Context: an optimization exercise on an open-source flow, tuned for small area, a short achievable clock period and few clock cycles per item. The choices shown serve that exercise and are no tape-out recipe. RTL that was checked went through simulation tests only; none was proved equivalent to the original. For run 2, only the layout was checked, not whether the RTL still works. Power and IR drop assume default switching activity.

==> flow/design.v (outline; a module is shown in full before it is edited, if it fits) <==
// module mul_unit: 46 lines
// module mul_fa: 4 lines
// module mul_bsel: 5 lines
// module mul_bsel8: 8 lines
// module mul_nand2: 3 lines
// module mul_xor2: 3 lines
// module mul_aoi22: 3 lines
// module mul_xnor2: 3 lines
// module mul_x2: 3 lines
// module mul_x3: 3 lines
// module mul_mj: 3 lines
// module mul_and2: 3 lines
// module mul_ao21: 3 lines
// module mul_ha: 4 lines
// module shift_add_multiplier: 1644 lines
module mul_unit
(
    input  logic                  clk,
    input  logic                  rst,
    input  logic                  start,
    input  logic [1:0]            mul_type,
    input  logic [31:0]           a,
    input  logic [31:0]           b,
    input  logic [4:0]            arch_reg,
    input  logic [5:0]   phys_reg,
    input  logic [2:0]  rob,
    input  logic                  cdb_mul_ack,
    input  logic                  branch,
    output logic                  cdb_valid,
    output logic [2:0]  cdb_rob,
    output logic [4:0]            cdb_arch_reg,
    output logic [5:0]   cdb_phys_reg,
    output logic [31:0]           cdb_data,
    output logic [31:0]           cdb_ps1_rdata,
    output logic [31:0]           cdb_ps2_rdata,
    output logic                  done
);
  // ...
==> flow/flow/run.sh <==
#!/bin/bash
# The standard ORFS layout (standard.sh) with two changes:
#  - the port buffers are sky130_fd_sc_hd__buf_1 instead of the cell
#    buffer_ports picks by itself (a slow delay cell);
#  - after the standard synthesis every combinational cell is set to its
#    drive-1 variant; floorplan/placement repair sizes up what timing needs.
set -euo pipefail
export BUFFER_PORTS_ARGS="-buffer_cell sky130_fd_sc_hd__buf_1"
RES=orfs/results/${FLOW_PLATFORM}/mul_unit/base
bash standard.sh synth > synth.log 2>&1
DS_ODB=$RES/1_synth.odb openroad -no_init -exit flow/downsize.tcl > downsize.log 2>&1
touch $RES/1_synth.sdc
bash standard.sh > standard.log 2>&1
==> flow/flow/downsize.tcl <==
# Set every combinational cell of the synthesized netlist to its drive-1
# variant; the resizer's repair steps size up what timing needs.
set odb_file $::env(DS_ODB)
read_db $odb_file
set db [ord::get_db]
set n 0
foreach inst [[ord::get_db_block] getInsts] {
  set m [[$inst getMaster] getName]
  if {[regexp {^(sky130_fd_sc_hd__[a-z0-9]+)_([0-9]+)$} $m -> base drive]} {
    if {$drive <= 1} continue
    if {[regexp {df|dl|sdf|edf|clk|conb|buf} $base]} continue
    set new [$db findMaster ${base}_1]
    if {$new == "NULL" || $new == ""} continue
    $inst swapMaster $new
    incr n
  }
}
puts "downsized $n cells"
write_db $odb_file
==> flow/standard.sh <==
#!/bin/bash
# synth_recipe.tcl (not shown) runs the flow's synth.tcl, then flattens the netlist and writes it again
# the make line also repeats each setting of config.mk as NAME=value (left out here)
make -C /OpenROAD-flow-scripts/flow DESIGN_CONFIG=/design/flow/config.mk WORK_HOME=/design/flow/orfs CLKGATE_MAP_FILE= SYNTH_SCRIPT=/design/flow/synth_recipe.tcl "${@:-finish}"
==> flow/config.mk <==
export PLATFORM = sky130hd
export DESIGN_NAME = mul_unit
export DESIGN_NICKNAME = mul_unit
export VERILOG_FILES = /design/flow/design.v
export SDC_FILE = /design/flow/constraint.sdc
export NUM_CORES = 4
export LEC_CHECK = 0
export CAP_MARGIN = 20
export CORE_MARGIN = 2
export CORE_UTILIZATION = 60
export SETUP_SLACK_MARGIN = 0.65
export SLEW_MARGIN = 20
export SYNTH_HIERARCHICAL = 1
export SYNTH_MINIMUM_KEEP_SIZE = 0
==> flow/constraint.sdc <==
create_clock -name core_clock -period 5.0 [get_ports {clk}]
set_input_delay 1.0000 -clock core_clock [delete_from_list [all_inputs] [get_ports {clk}]]
set_output_delay 1.0000 -clock core_clock [all_outputs]
set_load 0.01 [all_outputs]
==> impl_metrics.yaml, run 1 <==
synthesis:
  synth_area_um2: 15890
  yosys_warnings: 7
sta:
  worst_pin_slew_ns: 1.008
  finalMaxSlewViolations: 0
  finalHoldViolCount: 0
drt:
  post_drt_wl_per_cell_um: 23.55
  highest_layer: "met4"
  wl_met2_mm: 22.63
  wl_met3_mm: 4.424
  vias_per_cell: 6.235
floorplanning:
  tap_cells: 335
  dieWidth_um: 166.8
cts:
  cts_tree: "built"
  cts_sinks: 161
global_routing:
  grt_pass1_vias: 12720
  top_usage_layer: "met2"
  antenna_found_initial: 1
  grt_util_met3_pct: 7.296
  grt_usage_pct: 33.76
pwr:
  totalPowerFinal_w: 0.01260
  sw_frac_of_total_pct: 44.86
cells_and_area:
  seq_cells: 161
  mostFrequentLayoutCells: "260 x xnor2_1, 255 x a22oi_1, 196 x buf_1"
  largest_reg_flops: 32
  drive_gt1_share_pct: 8.859
placement:
  dpl_cell_area_um2: 17590
outcome:
  outcome: "no timing/DRC/antenna violations"
setup_path:
  r2r_end: "u_mul.cs1_q[30]"
  worst_setup_path_start_kind: "flip-flop"
Testbench counts, summed over its fixed seeds: cycles 7,208, ops 2,400.
==> run 2, diff against run 1 <==
--- a/flow/design.v
+++ b/flow/design.v
@@ -1038,57 +1038,42 @@
     logic s1879;
     logic c1880;
     logic s1884;
     logic c1885;
     logic s1889;
     logic c1890;
     logic s1894;
     logic c1895;
-    logic s1899;
-    logic c1900;
-    logic s1904;
-    logic c1905;
-    logic s1909;
-    logic c1910;
-    logic s1914;
-    logic c1915;
-    logic s1919;
-    logic c1920;
-    logic s1924;
-    logic c1925;
-    logic s1929;
-    logic c1930;
-    logic x1934;
-    logic x1937;
-    logic x1940;
-    logic x1943;
-    logic x1946;
-    logic x1949;
-    logic x1952;
-    logic x1955;
-    logic x1958;
-    logic x1961;
-    logic x1964;
-    logic x1967;
-    logic x1970;
-    logic x1973;
-    logic x1976;
-    logic x1979;
-    logic x1982;
-    logic x1985;
-    logic x1988;
-    logic x1991;
-    logic x1994;
-    logic x1997;
-    logic x2000;
-    logic x2003;
-    logic x2006;
-    logic x2009;
-    logic x2012;
+    logic x1899;
+    logic x1902;
+    logic x1905;
+    logic x1908;
+    logic x1911;
+    logic x1914;
+    logic x1917;
+    logic x1920;
+    logic x1923;
+    logic x1926;
+    logic x1929;
+    logic x1932;
+    logic x1935;
+    logic x1938;
+    logic x1941;
+    logic x1944;
+    logic x1947;
+    logic x1950;
+    logic x1953;
+    logic x1956;
+    logic x1959;
+    logic x1962;
+    logic x1965;
+    logic x1968;
+    logic x1971;
+    logic x1974;
     assign pp0 = (bo_q[0] & a_q[0]) ^ b_q[1];
     mul_bsel u3 (.one(bo_q[0]), .two(bt_q[0]), .neg(b_q[1]), .a0(a_q[1]), .a1(a_q[0]), .pp(pp2));
     mul_bsel u6 (.one(bo_q[0]), .two(bt_q[0]), .neg(b_q[1]), .a0(a_q[2]), .a1(a_q[1]), .pp(pp5));
     mul_bsel u9 (.one(bo_q[0]), .two(bt_q[0]), .neg(b_q[1]), .a0(a_q[3]), .a1(a_q[2]), .pp(pp8));
     mul_bsel u12 (.one(bo_q[0]), .two(bt_q[0]), .neg(b_q[1]), .a0(a_q[4]), .a1(a_q[3]), .pp(pp11));
     mul_bsel u15 (.one(bo_q[0]), .two(bt_q[0]), .neg(b_q[1]), .a0(a_q[5]), .a1(a_q[4]), .pp(pp14));
     mul_bsel u18 (.one(bo_q[0]), .two(bt_q[0]), .neg(b_q[1]), .a0(a_q[6]), .a1(a_q[5]), .pp(pp17));
     mul_bsel u21 (.one(bo_q[0]), .two(bt_q[0]), .neg(b_q[1]), .a0(a_q[7]), .a1(a_q[6]), .pp(pp20));
@@ -1494,136 +1479,138 @@
     mul_fa u1491 (.a(pp623), .b(pp665), .ci(pp701), .s(s1489), .co(c1490));
     mul_fa u1496 (.a(pp731), .b(pp756), .ci(c1420), .s(s1494), .co(c1495));
     mul_fa u1501 (.a(c1425), .b(c1430), .ci(c1435), .s(s1499), .co(c1500));
     mul_fa u1506 (.a(s1474), .b(s1479), .ci(s1484), .s(s1504), .co(c1505));
     mul_fa u1511 (.a(s1489), .b(c1440), .ci(s1494), .s(s1509), .co(c1510));
     mul_fa u1516 (.a(c1445), .b(s1499), .ci(s1504), .s(s1514), .co(c1515));
     mul_fa u1521 (.a(c1450), .b(s1509), .ci(c1455), .s(s1519), .co(c1520));
     mul_fa u1526 (.a(s1514), .b(c1460), .ci(s1519), .s(s1524), .co(c1525));
-    mul_ha u1531 (.a(c1465), .b(s1524), .s(s1529), .co(c1530));
-    mul_fa u1536 (.a(pp74), .b(pp164), .ci(pp248), .s(s1534), .co(c1535));
-    mul_fa u1541 (.a(pp326), .b(pp398), .ci(pp464), .s(s1539), .co(c1540));
-    mul_fa u1546 (.a(pp524), .b(pp578), .ci(pp626), .s(s1544), .co(c1545));
-    mul_fa u1551 (.a(pp668), .b(pp704), .ci(pp734), .s(s1549), .co(c1550));
-    mul_fa u1556 (.a(pp758), .b(c1475), .ci(c1480), .s(s1554), .co(c1555));
-    mul_fa u1561 (.a(c1485), .b(c1490), .ci(s1534), .s(s1559), .co(c1560));
-    mul_fa u1566 (.a(s1539), .b(s1544), .ci(s1549), .s(s1564), .co(c1565));
-    mul_fa u1571 (.a(c1495), .b(c1500), .ci(s1554), .s(s1569), .co(c1570));
-    mul_fa u1576 (.a(c1505), .b(s1559), .ci(s1564), .s(s1574), .co(c1575));
-    mul_fa u1581 (.a(c1510), .b(s1569), .ci(c1515), .s(s1579), .co(c1580));
-    mul_fa u1586 (.a(s1574), .b(c1520), .ci(s1579), .s(s1584), .co(c1585));
-    mul_ha u1591 (.a(c1525), .b(s1584), .s(s1589), .co(c1590));
-    mul_fa u1596 (.a(b_q[27]), .b(pp77), .ci(pp167), .s(s1594), .co(c1595));
-    mul_fa u1601 (.a(pp251), .b(pp329), .ci(pp401), .s(s1599), .co(c1600));
-    mul_fa u1606 (.a(pp467), .b(pp527), .ci(pp581), .s(s1604), .co(c1605));
-    mul_fa u1611 (.a(pp629), .b(pp671), .ci(pp707), .s(s1609), .co(c1610));
-    mul_fa u1616 (.a(pp737), .b(pp761), .ci(pp780), .s(s1614), .co(c1615));
-    mul_fa u1621 (.a(c1535), .b(c1540), .ci(c1545), .s(s1619), .co(c1620));
-    mul_fa u1626 (.a(c1550), .b(s1594), .ci(s1599), .s(s1624), .co(c1625));
-    mul_fa u1631 (.a(s1604), .b(s1609), .ci(s1614), .s(s1629), .co(c1630));
-    mul_fa u1636 (.a(c1555), .b(c1560), .ci(c1565), .s(s1634), .co(c1635));
-    mul_fa u1641 (.a(s1619), .b(s1624), .ci(s1629), .s(s1639), .co(c1640));
-    mul_fa u1646 (.a(c1570), .b(s1634), .ci(c1575), .s(s1644), .co(c1645));
-    mul_fa u1651 (.a(s1639), .b(c1580), .ci(s1644), .s(s1649), .co(c1650));
-    mul_ha u1656 (.a(c1585), .b(s1649), .s(s1654), .co(c1655));
-    mul_fa u1661 (.a(pp80), .b(pp170), .ci(pp254), .s(s1659), .co(c1660));
-    mul_fa u1666 (.a(pp332), .b(pp404), .ci(pp470), .s(s1664), .co(c1665));
-    mul_fa u1671 (.a(pp530), .b(pp584), .ci(pp632), .s(s1669), .co(c1670));
-    mul_fa u1676 (.a(pp674), .b(pp710), .ci(pp740), .s(s1674), .co(c1675));
-    mul_fa u1681 (.a(pp764), .b(pp782), .ci(c1595), .s(s1679), .co(c1680));
-    mul_fa u1686 (.a(c1600), .b(c1605), .ci(c1610), .s(s1684), .co(c1685));
-    mul_fa u1691 (.a(c1615), .b(s1659), .ci(s1664), .s(s1689), .co(c1690));
-    mul_fa u1696 (.a(s1669), .b(s1674), .ci(c1620), .s(s1694), .co(c1695));
-    mul_fa u1701 (.a(s1679), .b(c1625), .ci(c1630), .s(s1699), .co(c1700));
-    mul_fa u1706 (.a(s1684), .b(s1689), .ci(s1694), .s(s1704), .co(c1705));
-    mul_fa u1711 (.a(c1635), .b(c1640), .ci(s1699), .s(s1709), .co(c1710));
-    mul_fa u1716 (.a(s1704), .b(c1645), .ci(s1709), .s(s1714), .co(c1715));
-    mul_ha u1721 (.a(c1650), .b(s1714), .s(s1719), .co(c1720));
-    mul_fa u1726 (.a(b_q[29]), .b(pp83), .ci(pp173), .s(s1724), .co(c1725));
-    mul_fa u1731 (.a(pp257), .b(pp335), .ci(pp407), .s(s1729), .co(c1730));
-    mul_fa u1736 (.a(pp473), .b(pp533), .ci(pp587), .s(s1734), .co(c1735));
-    mul_fa u1741 (.a(pp635), .b(pp677), .ci(pp713), .s(s1739), .co(c1740));
-    mul_fa u1746 (.a(pp743), .b(pp767), .ci(pp785), .s(s1744), .co(c1745));
-    mul_fa u1751 (.a(pp798), .b(c1660), .ci(c1665), .s(s1749), .co(c1750));
-    mul_fa u1756 (.a(c1670), .b(c1675), .ci(s1724), .s(s1754), .co(c1755));
-    mul_fa u1761 (.a(s1729), .b(s1734), .ci(s1739), .s(s1759), .co(c1760));
-    mul_fa u1766 (.a(s1744), .b(c1680), .ci(c1685), .s(s1764), .co(c1765));
-    mul_fa u1771 (.a(s1749), .b(c1690), .ci(s1754), .s(s1769), .co(c1770));
-    mul_fa u1776 (.a(s1759), .b(c1695), .ci(s1764), .s(s1774), .co(c1775));
-    mul_fa u1781 (.a(c1700), .b(s1769), .ci(c1705), .s(s1779), .co(c1780));
-    mul_fa u1786 (.a(s1774), .b(c1710), .ci(s1779), .s(s1784), .co(c1785));
-    mul_ha u1791 (.a(c1715), .b(s1784), .s(s1789), .co(c1790));
-    mul_fa u1796 (.a(pp86), .b(pp176), .ci(pp260), .s(s1794), .co(c1795));
-    mul_fa u1801 (.a(pp338), .b(pp410), .ci(pp476), .s(s1799), .co(c1800));
-    mul_fa u1806 (.a(pp536), .b(pp590), .ci(pp638), .s(s1804), .co(c1805));
-    mul_fa u1811 (.a(pp680), .b(pp716), .ci(pp746), .s(s1809), .co(c1810));
-    mul_fa u1816 (.a(pp770), .b(pp788), .ci(pp800), .s(s1814), .co(c1815));
-    mul_fa u1821 (.a(c1725), .b(c1730), .ci(c1735), .s(s1819), .co(c1820));
-    mul_fa u1826 (.a(c1740), .b(c1745), .ci(s1794), .s(s1824), .co(c1825));
-    mul_fa u1831 (.a(s1799), .b(s1804), .ci(s1809), .s(s1829), .co(c1830));
-    mul_fa u1836 (.a(s1814), .b(c1750), .ci(c1755), .s(s1834), .co(c1835));
-    mul_fa u1841 (.a(c1760), .b(s1819), .ci(s1824), .s(s1839), .co(c1840));
-    mul_fa u1846 (.a(s1829), .b(c1765), .ci(c1770), .s(s1844), .co(c1845));
-    mul_fa u1851 (.a(s1834), .b(s1839), .ci(c1775), .s(s1849), .co(c1850));
-    mul_fa u1856 (.a(s1844), .b(c1780), .ci(s1849), .s(s1854), .co(c1855));
-    mul_ha u1861 (.a(c1785), .b(s1854), .s(s1859), .co(c1860));
-    mul_fa u1866 (.a(pp810), .b(pp89), .ci(pp179), .s(s1864), .co(c1865));
-    mul_fa u1871 (.a(pp263), .b(pp341), .ci(pp413), .s(s1869), .co(c1870));
-    mul_fa u1876 (.a(pp479), .b(pp539), .ci(pp593), .s(s1874), .co(c1875));
-    mul_fa u1881 (.a(pp641), .b(pp683), .ci(pp719), .s(s1879), .co(c1880));
-    mul_fa u1886 (.a(pp749), .b(pp773), .ci(pp791), .s(s1884), .co(c1885));
-    mul_fa u1891 (.a(pp803), .b(c1795), .ci(c1800), .s(s1889), .co(c1890));
-    mul_fa u1896 (.a(c1805), .b(c1810), .ci(c1815), .s(s1894), .co(c1895));
-    mul_fa u1901 (.a(s1864), .b(s1869), .ci(s1874), .s(s1899), .co(c1900));
-    mul_fa u1906 (.a(s1879), .b(s1884), .ci(c1820), .s(s1904), .co(c1905));
-    mul_fa u1911 (.a(c1825), .b(s1889), .ci(c1830), .s(s1909), .co(c1910));
-    mul_fa u1916 (.a(s1894), .b(s1899), .ci(c1835), .s(s1914), .co(c1915));
-    mul_fa u1921 (.a(s1904), .b(c1840), .ci(s1909), .s(s1919), .co(c1920));
-    mul_fa u1926 (.a(c1845), .b(s1914), .ci(s1919), .s(s1924), .co(c1925));
-    mul_fa u1931 (.a(c1850), .b(s1924), .ci(c1855), .s(s1929), .co(c1930));
-    mul_x2 u1935 (.a(pp811), .b(pp92), .s(x1934));
-    mul_x2 u1938 (.a(pp182), .b(pp266), .s(x1937));
-    mul_x2 u1941 (.a(pp344), .b(pp416), .s(x1940));
-    mul_x2 u1944 (.a(pp482), .b(pp542), .s(x1943));
-    mul_x2 u1947 (.a(pp596), .b(pp644), .s(x1946));
-    mul_x2 u1950 (.a(pp686), .b(pp722), .s(x1949));
-    mul_x2 u1953 (.a(pp752), .b(pp776), .s(x1952));
-    mul_x2 u1956 (.a(pp794), .b(pp806), .s(x1955));
-    mul_x2 u1959 (.a(x1934), .b(x1937), .s(x1958));
-    mul_x2 u1962 (.a(x1940), .b(x1943), .s(x1961));
-    mul_x2 u1965 (.a(x1946), .b(x1949), .s(x1964));
-    mul_x2 u1968 (.a(x1952), .b(x1955), .s(x1967));
-    mul_x2 u1971 (.a(x1958), .b(x1961), .s(x1970));
-    mul_x2 u1974 (.a(x1964), .b(x1967), .s(x1973));
-    mul_x2 u1977 (.a(c1865), .b(c1870), .s(x1976));
-    mul_x2 u1980 (.a(c1875), .b(c1880), .s(x1979));
-    mul_x2 u1983 (.a(c1885), .b(x1970), .s(x1982));
-    mul_x2 u1986 (.a(x1973), .b(x1976), .s(x1985));
-    mul_x2 u1989 (.a(x1979), .b(x1982), .s(x1988));
-    mul_x2 u1992 (.a(x1985), .b(c1890), .s(x1991));
-    mul_x2 u1995 (.a(c1895), .b(c1900), .s(x1994));
-    mul_x2 u1998 (.a(x1988), .b(x1991), .s(x1997));
-    mul_x2 u2001 (.a(x1994), .b(x1997), .s(x2000));
-    mul_x2 u2004 (.a(c1905), .b(c1910), .s(x2003));
-    mul_x2 u2007 (.a(x2000), .b(x2003), .s(x2006));
-    mul_x2 u2010 (.a(c1915), .b(x2006), .s(x2009));
-    mul_x2 u2013 (.a(c1920), .b(x2009), .s(x2012));
+    mul_fa u1531 (.a(pp74), .b(pp164), .ci(pp248), .s(s1529), .co(c1530));
+    mul_fa u1536 (.a(pp326), .b(pp398), .ci(pp464), .s(s1534), .co(c1535));
+    mul_fa u1541 (.a(pp524), .b(pp578), .ci(pp626), .s(s1539), .co(c1540));
+    mul_fa u1546 (.a(pp668), .b(pp704), .ci(pp734), .s(s1544), .co(c1545));
+    mul_fa u1551 (.a(pp758), .b(c1475), .ci(c1480), .s(s1549), .co(c1550));
+    mul_fa u1556 (.a(c1485), .b(c1490), .ci(s1529), .s(s1554), .co(c1555));
+    mul_fa u1561 (.a(s1534), .b(s1539), .ci(s1544), .s(s1559), .co(c1560));
+    mul_fa u1566 (.a(c1495), .b(c1500), .ci(s1549), .s(s1564), .co(c1565));
+    mul_fa u1571 (.a(c1505), .b(s1554), .ci(s1559), .s(s1569), .co(c1570));
+    mul_fa u1576 (.a(c1510), .b(s1564), .ci(c1515), .s(s1574), .co(c1575));
+    mul_ha u1581 (.a(s1569), .b(c1520), .s(s1579), .co(c1580));
+    mul_fa u1586 (.a(b_q[27]), .b(pp77), .ci(pp167), .s(s1584), .co(c1585));
+    mul_fa u1591 (.a(pp251), .b(pp329), .ci(pp401), .s(s1589), .co(c1590));
+    mul_fa u1596 (.a(pp467), .b(pp527), .ci(pp581), .s(s1594), .co(c1595));
+    mul_fa u1601 (.a(pp629), .b(pp671), .ci(pp707), .s(s1599), .co(c1600));
+    mul_fa u1606 (.a(pp737), .b(pp761), .ci(pp780), .s(s1604), .co(c1605));
+    mul_fa u1611 (.a(c1530), .b(c1535), .ci(c1540), .s(s1609), .co(c1610));
+    mul_fa u1616 (.a(c1545), .b(s1584), .ci(s1589), .s(s1614), .co(c1615));
+    mul_fa u1621 (.a(s1594), .b(s1599), .ci(s1604), .s(s1619), .co(c1620));
+    mul_fa u1626 (.a(c1550), .b(c1555), .ci(c1560), .s(s1624), .co(c1625));
+    mul_fa u1631 (.a(s1609), .b(s1614), .ci(s1619), .s(s1629), .co(c1630));
+    mul_fa u1636 (.a(c1565), .b(s1624), .ci(c1570), .s(s1634), .co(c1635));
+    mul_ha u1641 (.a(s1629), .b(c1575), .s(s1639), .co(c1640));
+    mul_fa u1646 (.a(pp80), .b(pp170), .ci(pp254), .s(s1644), .co(c1645));
+    mul_fa u1651 (.a(pp332), .b(pp404), .ci(pp470), .s(s1649), .co(c1650));
+    mul_fa u1656 (.a(pp530), .b(pp584), .ci(pp632), .s(s1654), .co(c1655));
+    mul_fa u1661 (.a(pp674), .b(pp710), .ci(pp740), .s(s1659), .co(c1660));
+    mul_fa u1666 (.a(pp764), .b(pp782), .ci(c1585), .s(s1664), .co(c1665));
+    mul_fa u1671 (.a(c1590), .b(c1595), .ci(c1600), .s(s1669), .co(c1670));
+    mul_fa u1676 (.a(c1605), .b(s1644), .ci(s1649), .s(s1674), .co(c1675));
+    mul_fa u1681 (.a(s1654), .b(s1659), .ci(c1610), .s(s1679), .co(c1680));
+    mul_fa u1686 (.a(s1664), .b(c1615), .ci(c1620), .s(s1684), .co(c1685));
+    mul_fa u1691 (.a(s1669), .b(s1674), .ci(s1679), .s(s1689), .co(c1690));
+    mul_fa u1696 (.a(c1625), .b(c1630), .ci(s1684), .s(s1694), .co(c1695));
+    mul_ha u1701 (.a(s1689), .b(c1635), .s(s1699), .co(c1700));
+    mul_fa u1706 (.a(b_q[29]), .b(pp83), .ci(pp173), .s(s1704), .co(c1705));
+    mul_fa u1711 (.a(pp257), .b(pp335), .ci(pp407), .s(s1709), .co(c1710));
+    mul_fa u1716 (.a(pp473), .b(pp533), .ci(pp587), .s(s1714), .co(c1715));
+    mul_fa u1721 (.a(pp635), .b(pp677), .ci(pp713), .s(s1719), .co(c1720));
+    mul_fa u1726 (.a(pp743), .b(pp767), .ci(pp785), .s(s1724), .co(c1725));
+    mul_fa u1731 (.a(pp798), .b(c1645), .ci(c1650), .s(s1729), .co(c1730));
+    mul_fa u1736 (.a(c1655), .b(c1660), .ci(s1704), .s(s1734), .co(c1735));
+    mul_fa u1741 (.a(s1709), .b(s1714), .ci(s1719), .s(s1739), .co(c1740));
+    mul_fa u1746 (.a(s1724), .b(c1665), .ci(c1670), .s(s1744), .co(c1745));
+    mul_fa u1751 (.a(s1729), .b(c1675), .ci(s1734), .s(s1749), .co(c1750));
+    mul_fa u1756 (.a(s1739), .b(c1680), .ci(s1744), .s(s1754), .co(c1755));
+    mul_fa u1761 (.a(c1685), .b(s1749), .ci(c1690), .s(s1759), .co(c1760));
+    mul_ha u1766 (.a(s1754), .b(c1695), .s(s1764), .co(c1765));
+    mul_fa u1771 (.a(pp86), .b(pp176), .ci(pp260), .s(s1769), .co(c1770));
+    mul_fa u1776 (.a(pp338), .b(pp410), .ci(pp476), .s(s1774), .co(c1775));
+    mul_fa u1781 (.a(pp536), .b(pp590), .ci(pp638), .s(s1779), .co(c1780));
+    mul_fa u1786 (.a(pp680), .b(pp716), .ci(pp746), .s(s1784), .co(c1785));
+    mul_fa u1791 (.a(pp770), .b(pp788), .ci(pp800), .s(s1789), .co(c1790));
+    mul_fa u1796 (.a(c1705), .b(c1710), .ci(c1715), .s(s1794), .co(c1795));
+    mul_fa u1801 (.a(c1720), .b(c1725), .ci(s1769), .s(s1799), .co(c1800));
+    mul_fa u1806 (.a(s1774), .b(s1779), .ci(s1784), .s(s1804), .co(c1805));
+    mul_fa u1811 (.a(s1789), .b(c1730), .ci(c1735), .s(s1809), .co(c1810));
+    mul_fa u1816 (.a(c1740), .b(s1794), .ci(s1799), .s(s1814), .co(c1815));
+    mul_fa u1821 (.a(s1804), .b(c1745), .ci(c1750), .s(s1819), .co(c1820));
+    mul_fa u1826 (.a(s1809), .b(s1814), .ci(c1755), .s(s1824), .co(c1825));
+    mul_ha u1831 (.a(s1819), .b(c1760), .s(s1829), .co(c1830));
+    mul_fa u1836 (.a(pp810), .b(pp89), .ci(pp179), .s(s1834), .co(c1835));
+    mul_fa u1841 (.a(pp263), .b(pp341), .ci(pp413), .s(s1839), .co(c1840));
+    mul_fa u1846 (.a(pp479), .b(pp539), .ci(pp593), .s(s1844), .co(c1845));
+    mul_fa u1851 (.a(pp641), .b(pp683), .ci(pp719), .s(s1849), .co(c1850));
+    mul_fa u1856 (.a(pp749), .b(pp773), .ci(pp791), .s(s1854), .co(c1855));
+    mul_fa u1861 (.a(pp803), .b(c1770), .ci(c1775), .s(s1859), .co(c1860));
+    mul_fa u1866 (.a(c1780), .b(c1785), .ci(c1790), .s(s1864), .co(c1865));
+    mul_fa u1871 (.a(s1834), .b(s1839), .ci(s1844), .s(s1869), .co(c1870));
+    mul_fa u1876 (.a(s1849), .b(s1854), .ci(c1795), .s(s1874), .co(c1875));
+    mul_fa u1881 (.a(c1800), .b(s1859), .ci(c1805), .s(s1879), .co(c1880));
+    mul_fa u1886 (.a(s1864), .b(s1869), .ci(c1810), .s(s1884), .co(c1885));
+    mul_fa u1891 (.a(s1874), .b(c1815), .ci(s1879), .s(s1889), .co(c1890));
+    mul_fa u1896 (.a(c1820), .b(s1884), .ci(s1889), .s(s1894), .co(c1895));
+    mul_x2 u1900 (.a(pp811), .b(pp92), .s(x1899));
+    mul_x2 u1903 (.a(pp182), .b(pp266), .s(x1902));
+    mul_x2 u1906 (.a(pp344), .b(pp416), .s(x1905));
+    mul_x2 u1909 (.a(pp482), .b(pp542), .s(x1908));
+    mul_x2 u1912 (.a(pp596), .b(pp644), .s(x1911));
+    mul_x2 u1915 (.a(pp686), .b(pp722), .s(x1914));
+    mul_x2 u1918 (.a(pp752), .b(pp776), .s(x1917));
+    mul_x2 u1921 (.a(pp794), .b(pp806), .s(x1920));
+    mul_x2 u1924 (.a(x1899), .b(x1902), .s(x1923));
+    mul_x2 u1927 (.a(x1905), .b(x1908), .s(x1926));
+    mul_x2 u1930 (.a(x1911), .b(x1914), .s(x1929));
+    mul_x2 u1933 (.a(x1917), .b(x1920), .s(x1932));
+    mul_x2 u1936 (.a(x1923), .b(x1926), .s(x1935));
+    mul_x2 u1939 (.a(x1929), .b(x1932), .s(x1938));
+    mul_x2 u1942 (.a(c1835), .b(c1840), .s(x1941));
+    mul_x2 u1945 (.a(c1845), .b(c1850), .s(x1944));
+    mul_x2 u1948 (.a(c1855), .b(x1935), .s(x1947));
+    mul_x2 u1951 (.a(x1938), .b(x1941), .s(x1950));
+    mul_x2 u1954 (.a(x1944), .b(x1947), .s(x1953));
+    mul_x2 u1957 (.a(x1950), .b(c1860), .s(x1956));
+    mul_x2 u1960 (.a(c1865), .b(c1870), .s(x1959));
+    mul_x2 u1963 (.a(x1953), .b(x1956), .s(x1962));
+    mul_x2 u1966 (.a(x1959), .b(x1962), .s(x1965));
+    mul_x2 u1969 (.a(c1875), .b(c1880), .s(x1968));
+    mul_x2 u1972 (.a(x1965), .b(x1968), .s(x1971));
+    mul_x2 u1975 (.a(c1885), .b(x1971), .s(x1974));
     logic [30:0] cs0_q;
     logic [30:0] cs1_q;
+    logic [30:24] cs2_q;
     logic [2:0] top_q;
     always_ff @(posedge clk) begin
-        cs0_q <= {c1860, c1790, c1720, c1655, c1590, c1530, c1470, c1415, c1360, c1310, c1260, s1254, c1170, c1130, c1090, c1055, c1020, s1014, c960, c935, c910, s904, c870, s864, s849, s834, s824, c815, pp96, pp2, b_q[1]};
-        cs1_q <= {s1929, s1859, s1789, s1719, s1654, s1589, s1529, s1469, s1414, s1359, s1309, s1259, s1214, s1169, s1129, s1089, s1054, s1019, s989, s959, s934, s909, s889, s869, s854, s839, s829, s819, s814, 1'b0, pp0};
-        top_q <= {c1930, c1925, x2012};
+        cs0_q <= {c1825, c1765, c1700, s1694, s1634, s1574, c1465, c1415, c1360, c1310, c1260, s1254, c1170, c1130, c1090, c1055, c1020, s1014, c960, c935, c910, s904, c870, s864, s849, s834, s824, c815, pp96, pp2, b_q[1]};
+        cs1_q <= {c1830, s1824, s1759, c1640, c1580, s1579, s1524, s1469, s1414, s1359, s1309, s1259, s1214, s1169, s1129, s1089, s1054, s1019, s989, s959, s934, s909, s889, s869, s854, s839, s829, s819, s814, 1'b0, pp0};
+        cs2_q <= {s1894, s1829, s1764, s1699, s1639, c1525, c1470};
+        top_q <= {c1895, x1974, c1890};
     end
     logic [31:0] prod;
-    logic [30:0] pg_g, pg_p;
+    logic [30:0] pg_g, pg_p, ad_x, ad_y;
+    logic [31:24] o3_c;
+    assign o3_c[24] = 1'b0;
+    for (genvar i = 24; i < 31; i++) begin : g_o3
+        mul_fa u (.a(cs0_q[i]), .b(cs1_q[i]), .ci(cs2_q[i]), .s(ad_x[i]), .co(o3_c[i+1]));
+    end
+    assign ad_y[30:24] = o3_c[30:24];
+    assign ad_x[23:0] = cs0_q[23:0];
+    assign ad_y[23:0] = cs1_q[23:0];
     for (genvar i = 0; i < 31; i++) begin : g_pg
-        mul_ha u (.a(cs0_q[i]), .b(cs1_q[i]), .s(pg_p[i]), .co(pg_g[i]));
+        mul_ha u (.a(ad_x[i]), .b(ad_y[i]), .s(pg_p[i]), .co(pg_g[i]));
     end
     logic sk0_g1;
     mul_ao21 u_sk0_g1 (.a(pg_p[1]), .b(pg_g[0]), .c(pg_g[1]), .y(sk0_g1));
     logic sk0_g3;
     mul_ao21 u_sk0_g3 (.a(pg_p[3]), .b(pg_g[2]), .c(pg_g[3]), .y(sk0_g3));
     logic sk0_p3;
     mul_and2 u_sk0_p3 (.a(pg_p[3]), .b(pg_p[2]), .y(sk0_p3));
     logic sk0_g5;
@@ -1886,17 +1873,17 @@
     mul_x2 u_sum23 (.a(pg_p[23]), .b(sk4_g22), .s(prod[23]));
     mul_x2 u_sum24 (.a(pg_p[24]), .b(sk4_g23), .s(prod[24]));
     mul_x2 u_sum25 (.a(pg_p[25]), .b(sk4_g24), .s(prod[25]));
     mul_x2 u_sum26 (.a(pg_p[26]), .b(sk4_g25), .s(prod[26]));
     mul_x2 u_sum27 (.a(pg_p[27]), .b(sk4_g26), .s(prod[27]));
     mul_x2 u_sum28 (.a(pg_p[28]), .b(sk4_g27), .s(prod[28]));
     mul_x2 u_sum29 (.a(pg_p[29]), .b(sk4_g28), .s(prod[29]));
     mul_x2 u_sum30 (.a(pg_p[30]), .b(sk4_g29), .s(prod[30]));
-    assign prod[31] = sk4_g30 ^ (^top_q);
+    assign prod[31] = sk4_g30 ^ (^top_q) ^ o3_c[31];
     logic g, gd;
     assign g  = deliver;
     assign gd = deliver & ~zero_q;
     logic [31:0] data_g, ps1_g, ps2_g;
     logic [13:0] tag_g, tag_q;
     assign tag_q = {rob_q, arch_q, phys_q};
     for (genvar i = 0; i < 32; i++) begin : g_gate
         mul_and2 u_d (.a(gd), .b(prod[i]), .y(data_g[i]));
==> flow/config.mk (replaced) <==
export PLATFORM = sky130hd
export DESIGN_NAME = mul_unit
export DESIGN_NICKNAME = mul_unit
export VERILOG_FILES = /design/flow/design.v
export SDC_FILE = /design/flow/constraint.sdc
export NUM_CORES = 4
export LEC_CHECK = 0
export CAP_MARGIN = 20
export CORE_MARGIN = 2
export CORE_UTILIZATION = 60
export SETUP_SLACK_MARGIN = 0.8
export SLEW_MARGIN = 20
export SYNTH_HIERARCHICAL = 1
export SYNTH_MINIMUM_KEEP_SIZE = 0
==> impl_metrics.yaml, run 2 <==
sta:
  timing.final.crit_period_ns: 4.244
  holdWs_ns: 0.5574
  finalHoldViolCount: 0
  finalMaxSlewViolations: 0
  fmaxAchievable_mhz: 235.6
  finalCritPeriodShare_pct: 84.89
  setup_tns_ns: 0
  relSlewSlack_pct: 32.34
  worst_pin_slew_ns: 1.015
  setup_viol: 0
  fin_worst_skew_ns: 0.01843
  rsz0062_at_grt: "yes"
synthesis:
  syn_avg_cell_area_um2: 11.90
  synth_area_um2: 16040
  netlist_instances: 1348
  yosys_warnings: 7
cells_and_area:
  post-route-util_pct: 71.07
  top_regs: "u_mul.a_q x32, u_mul.cs0_q x31, u_mul.cs1_q x30"
  area.growth.synth_to_final_pct: 15.81
  drive_gt1_share_pct: 8.198
  fill_cells: 2023
  mostFrequentLayoutCells: "273 x xnor2_1, 255 x a22oi_1, 196 x fa_1"
  final_cells: 1994
  regMostFlops: "u_mul.a_q"
  final_common_cell: "xnor2_1"
  finalNetCount: 1986
  largest_reg_flops: 32
  antennaDiodeCount: 0
pwr:
  max-vdd-ir-drop_mv: 0.3912
  totalPowerFinal_w: 0.01218
  power.density_nw_per_um2: 655.7
  p_leak_nw: 7.325
cts:
  cts_root_buf: "clkbuf_16"
  clock_path_buffers: 2
  cts_tree: "built"
  cts_htree_levels: 4
  clk_pin_slew_ns: 0.09
  cts_sinks: 168
  cts_buffers: 17
  clk_latency_ns: 0.44
setup_path:
  crit_type: "reg2out"
  worstPathArrival_ns: 3.24
  worst_setup_path_start_kind: "flip-flop"
  critPathRequiredTime_ns: 4.00
  cp-end-kind: "output pin"
  path_max_fanout: 3
floorplanning:
  die_area_um2: 28050
  start_util_pct: 61.37
  die_h_um: 167.5
  io_pins: 197
  dieWidth_um: 167.5
  row_count: 59
  design.core.area_um2: 26130
min_path:
  hold_class: "reg2reg"
job:
  cap_viol_max_count: 0
drt:
  vias: 12600
  first_pass_iters: 18
  drt-initial-drc-count: 1306
  post_drt_wl_per_cell_um: 24.22
  final_antenna_net_count: 0
  drt-total-wl_mm: 48.29
  vias_per_cell: 6.317
  drc: 0
placement:
  dpl.cell_count: 1955
  gp_congestion: 0.8814
  dp_hpwl_mm: 34.68
  port_buffers: 196
global_routing:
  grt_overflow_total: 0
  grt_max_degree: 82
  antenna_found_initial: 0
  grt_usage_pct: 35.14
  grt_pass1_wl_mm: 74.86
  grt_pass1_vias: 13130
outcome:
  outcome: "no timing/DRC/antenna violations"
==> run 2: per-layer routing <==
layer / GRT usage (%) / vias up / part of all wire (%)
met5: 0 / - / 0
met4: 15.31 / 0 / 4.2
met3: 6.807 / 121 / 9.3
met2: 56.03 / 782 / 47
met1: 47.29 / 6258 / 40
li1: - / 5436 / -
==> run 2: repair_timing <==
item,CTS,global route
buffers inserted,1,6
cloned,0,0
endpoints found under the setup margin,1,8
gates resized for setup,9,9
pin swaps,8,7
hold buffers,0,0
==> run 2: worst paths after layout <==
| kind | startpoint | end | slack [ns] | depth (start not counted) |
|---|---|---|---|---|
| worst max-delay path | u_mul.cs0_q[27] | cdb_data[31] | 0.76 | 12 |
| worst min-delay path | u_mul.busy | u_mul.busy | 0.56 | 1 |
| worst max register to register | u_mul.bo_q[6] | u_mul.cs1_q[22] | 0.92 | 8 |
| worst min register to register | u_mul.busy | u_mul.busy | 0.56 | 1 |
==> run 2: through the flow <==
stage	worst slack [ns]	instance area (µm²)
after detailed placement	1.021	17770
after floorplan	0.8345	16040
final	0.7557	18570
after global routing	0.6585	18570
after CTS	0.8036	18480
after global placement	1.014	17770
==> run 2: critical path, cell delays in order (launching register included) <==
cell and delay, ns:
dfxtp_2 0.33, fa_2 0.61, ha_4 0.22, and2_4 0.16, a21o_1 0.19, a21o_1 0.16
a21o_1 0.14, a21o_1 0.24, xnor2_2 0.18, xnor2_1 0.20, xnor2_1 0.13, and2_1 0.13
buf_2 0.12
==> run 2: final cells by class <==
class	count	area, µm²	share of cell area [%]
Timing Repair Buffer	281	1405	7.565
Inverter	2	11.26	0.06063
Tap cell	335	419.2	2.257
Multi-Input combinational cell	1176	11790	63.46
Sequential cell	168	4317	23.24
Clock inverter	15	209.0	1.125
Clock buffer	17	425.4	2.290
==> run 2: report_power, final <==
group	switching (W)	internal, W	total, W	leakage, nW
registers	0.000345	0.00200	0.00235	1.61
clock network	0.000729	0.000696	0.00142	0.303
logic	0.00431	0.00409	0.00840	5.41

[re-timing with driven ports]
The results above use ideal ports. As a check the final layouts listed here were re-extracted and re-timed, cells and wires unchanged. Step 1 (the two cells are an assumption about what drives the block):
set clk [get_ports {clk}]
set_driving_cell -lib_cell sky130_fd_sc_hd__clkbuf_16 $clk
set_driving_cell -lib_cell sky130_fd_sc_hd__buf_2 [delete_from_list [all_inputs] $clk]
Step 2 adds t to the input delays and takes it off the output delays; t is the mean of the earliest and latest rising clock arrival at the registers after step 1. Input paths then give back, and output paths get back, about the clock's delay inside the block. Three values: ideal ports, drivers, drivers and shift; two values: the first two.
run	t, ns	setup WS [ns]	worst hold slack (ns)	cell pins on the clock port's net
run 1	0.494	0.777 / 0.777 / 0.777	0.579 / 0.579 / 0.579	1
run 2	0.486	0.756 / 0.705 / 0.916	0.557 / 0.557 / 0.557	1
After both steps every run listed still meets setup and hold.
